Source: an optimization exercise on an open RTL-to-GDS flow (aim: small area and a short achievable clock period). Production flows keep margins and buffers that such runs may drop.
Where RTL was checked, it was by simulation tests only, not by an equivalence proof against the original.

Design m6502_org, start of the top module:
module m6502_org (clk, addr, dataenb, datai, datao, irq_n, nmi_n, sob_n, res_n,
   rdy, vpa, sync, we_n);
input   clk;
output  [15:0] addr;
output  dataenb;
input   [7:0] datai;
output  [7:0] datao;
input   irq_n;
input   nmi_n;
input   sob_n;
input   res_n;
input   rdy;
output  vpa;
output  sync;
output  we_n;
reg  [7:0] opcode;
reg  [8:1] state;
reg  [7:0] psrl;
reg  [11:0] alu_ctl;
reg  wel_n, z_flag_f, branch_carry_f, sob_n_f;
reg  type1_calc, type2_calc, type2_write, type2_done, type3_calc;
reg  resetl, reset_proc, nmi_proc, irq_proc, irq, nmi_pend, nmi1, nmi2;
reg  [7:0] areg, xreg, yreg, sreg, dreg, jreg, kreg, lreg, hreg;
reg  [15:0] pc;
reg  syncl, vpa_r;
reg  [7:0] dsel;           
reg  [3:0] asel;           
reg  h_pc, h_alu, h_dreg, h_one;    
wire we_d_n, sreg_up, sreg_cen, opcode_ld, irq_pend;
wire type1_read, type2_read, type3_read;
wire [11:0] alu_ctl_d;
wire [2:0] alu_ld;
wire [6:0] prog_ctl;
wire [6:0] rg_load;
wire [7:0] psr_d, opcode_in;
  ...
Size: ~2000 cells after synthesis, ~180 flip-flops, ~42 I/O pins, ~14000 um^2 of cells after synthesis.
make LEC_CHECK=0 ABC_AREA=1 CAP_MARGIN=20 CORE_MARGIN=2 CORE_UTILIZATION=40 SLEW_MARGIN=20 finish   # period 14.0 ns
run.sh (not shown) runs the stock make flow with config.mk's settings and CLKGATE_MAP_FILE= SYNTH_SCRIPT=/design/flow/synth_recipe.tcl, a recipe that flattens the netlist after the stock synthesis.
Rerun with:
--- a/flow/design.v
+++ b/flow/design.v
@@ -1700,26 +1700,25 @@
    .alu_ld(alu_ld), .sreg_up(sreg_up), .sreg_cen(sreg_cen),
    .prog_ctl(prog_ctl), .rg_load(rg_load), .adl_sel(),
    .adh_sel(), .domux_sel(), .psr_d(),
    .type1_read(type1_read), .type2_read(type2_read), .type3_read(type3_read),
    .opcode_ld(opcode_ld), .opcode_in(opcode_in), .state_in(state_in),
    .irq_pend(irq_pend), .adh_alu());
 wire [7:0] psr_d1;
-wire [6:0] prog_ctl1;     
 op_dcd sm1 (.opcode(opcode), .state(state), .psrl(psrl),
    .type1_calc(type1_calc), .type2_calc(type2_calc), .type2_write(type2_write),
    .type2_done(type2_done), .type3_calc(type3_calc),
    .z_flag_f(z_flag_f), .branch_carry_f(branch_carry_f),
    .reset_proc(reset_proc), .nmi_proc(nmi_proc), .irq_proc(irq_proc),
    .nmi_pend(nmi_pend), .irq(irq), .resetl(resetl), .rdy(1'b1),
    .alu2op(alu2op), .datai(datai), .sob_n(sob_n), .sob_n_f(sob_n_f),
    .syncl(syncl),
    .sync_dcd(), .vpa(), .we_d_n(), .alu_ctl_d(),
    .alu_ld(), .sreg_up(), .sreg_cen(),
-   .prog_ctl(prog_ctl1), .rg_load(), .adl_sel(),
+   .prog_ctl(), .rg_load(), .adl_sel(),
    .adh_sel(), .domux_sel(), .psr_d(psr_d1),
    .type1_read(), .type2_read(), .type3_read(),
    .opcode_ld(), .opcode_in(), .state_in(),
    .irq_pend(), .adh_alu());
 wire sob_fall = ~sob_n & sob_n_f;
 wire [7:0] psr_d0 = resetl ? 8'b0000_0100 : {psrl[7], psrl[6] | sob_fall, psrl[5:0]};
 assign psr_d = rdy ? psr_d1 : psr_d0;
@@ -1777,19 +1776,17 @@
                     sreg_cen ? (sreg_up ? sreg + 8'd1 : sreg - 8'd1) : sreg;
 wire [7:0] cntil = prog_ctl[6:5] == 2'b10 ? 8'hFC :
                    prog_ctl[6:5] == 2'b01 ? 8'hFA :
                    prog_ctl[6:5] == 2'b11 ? 8'hFE :
                    prog_ctl[4] ? alu_out : hreg;
 wire [7:0] cntih = prog_ctl[6:5] != 2'b00 ? 8'hFF :
                    prog_ctl[3] ? datai : dataol;
-wire [15:0] pc_n1 = resetl ? 16'hFFFC :
-                    (prog_ctl1[2] | prog_ctl[4]) ? {cntih, cntil} :
-                    prog_ctl1[0] ? pc + 16'd1 : pc;
-wire [15:0] pc_n0 = resetl ? 16'hFFFC : prog_ctl[4] ? {cntih, cntil} : pc;
-wire [15:0] pc_n = rdy ? pc_n1 : pc_n0;
+wire [15:0] pc_n = resetl ? 16'hFFFC :
+                   (prog_ctl[2] | prog_ctl[4]) ? {cntih, cntil} :
+                   prog_ctl[0] ? pc + 16'd1 : pc;
 wire [7:0] hreg_n = resetl ? 8'hFC : prog_ctl[1] ? (prog_ctl[3] ? datai : alu_out) : hreg;
 wire ld1 = syncl | resetl;
 wire sync_a, vpa_a, sync_f, vpa_f;
 wire [1:0] adl_sel_a, adl_sel_f;
 wire [3:0] adh_sel_a, adh_sel_f;
 wire [2:0] domux_sel_a, domux_sel_f;
 op_dcd nxa (.opcode(opcode), .state({state[7:1], 1'b0}), .psrl(psr_d1),
@@ -1861,27 +1858,26 @@
    2'b00: wr_log = jreg & wr_lb;
    2'b01: wr_log = jreg | wr_lb;
    2'b10: wr_log = jreg ^ wr_lb;
    default: wr_log = ~jreg & wr_lb;
    endcase
 end
 wire [7:0] alu_wr_n = (rdy & alu_ctl_d[2]) ? (alu_ctl_d[5] ? 8'h00 : wr_log) : alu_out;
+wire [7:0] alu_adr = jreg + {7'b0, alu_ctl[4]};
 wire [7:0] addrl = {8{asel[0]}} & pc[7:0] | {8{asel[1]}} & dreg | {8{asel[2]}} & sreg |
                    {8{asel[3]}} & lreg;
 wire [7:0] addrh;
 assign addrh[0] = h_pc & pc[8] | h_alu & alu_adr[0] | h_dreg & dreg[0] | h_one;
 assign addrh[7:1] = {7{h_pc}} & pc[15:9] | {7{h_alu}} & alu_adr[7:1] | {7{h_dreg}} & dreg[7:1];
 assign addr = {addrh, addrl};
 assign datao = dsel_alu ? alu_wr : dataor;
 assign we_n = wel_n;
 assign dataenb = ~wel_n;
 assign sync = syncl;
 assign vpa = vpa_r;
-reg  [7:0] alu_adr;
-wire [7:0] alu_adr_n = rdy ? datai + {7'b0, alu2op[3]} : alu_adr;
 always @(posedge clk) begin
    psrl <= psr_d;
    reset_proc <= reset_proc_n;
    irq_proc <= irq_proc_n;
    nmi_proc <= nmi_proc_n;
    resetl <= ~res_n;
    irq <= ~irq_n;
@@ -1917,10 +1913,9 @@
       asel <= 4'b1 << adl_sel_nx;
       h_pc <= adh_sel_nx == 4'b0000;
       h_alu <= adh_sel_nx[3];
       h_dreg <= adh_sel_nx[2];
       h_one <= adh_sel_nx[0];
    end
    alu_wr <= alu_wr_n;
-   alu_adr <= alu_adr_n;
 end
 endmodule
Outcome:
- worst hold slack loses 0.0038 ns
- setup slack loses 0.080 ns
- synthesized area went down slightly
- synthesized cell count went up slightly
- die area went down slightly
- via count went up slightly
- routed wire length went down slightly
- maximum frequency went down slightly
- utilization went down by 0.30 points
- global-route usage barely changes
Function not checked in the first run of this note: the RTL went through the layout flow alone.

re-timing with driven ports:
The results above use ideal ports. As a check the final layouts listed here were re-extracted and re-timed, cells and wires unchanged.
Step 1 (the two cells are an assumption about what drives the block):
set clk [get_ports {clk}]
set_driving_cell -lib_cell sky130_fd_sc_hd__clkbuf_16 $clk
set_driving_cell -lib_cell sky130_fd_sc_hd__buf_2 [delete_from_list [all_inputs] $clk]
Step 2 moves the port delays by t, midway between the first and last clock arrival at a register: inputs arrive t later, outputs are due t later. That takes back most of the time a late clock gives input paths.
a / b / c = no drivers / after step 1 / after step 2; a / b = the first two.
run	t (ns)	slack for setup (ns)	clock arrival spread, ns	worst register clock-pin slew, ns	worst data-port slew with drivers (ns)
the first run	0.500	8.497 / 8.527 / 8.027	0.017 / 0.016	0.08 / 0.08	0.04
the second run	0.507	8.417 / 8.364 / 8.333	0.020 / 0.020	0.08 / 0.08	0.05
After both steps setup and hold are still met in every run listed. The setup slack of the first run, which loses most, moves by +0.030 ns with the drivers and by -0.470 ns with both steps.
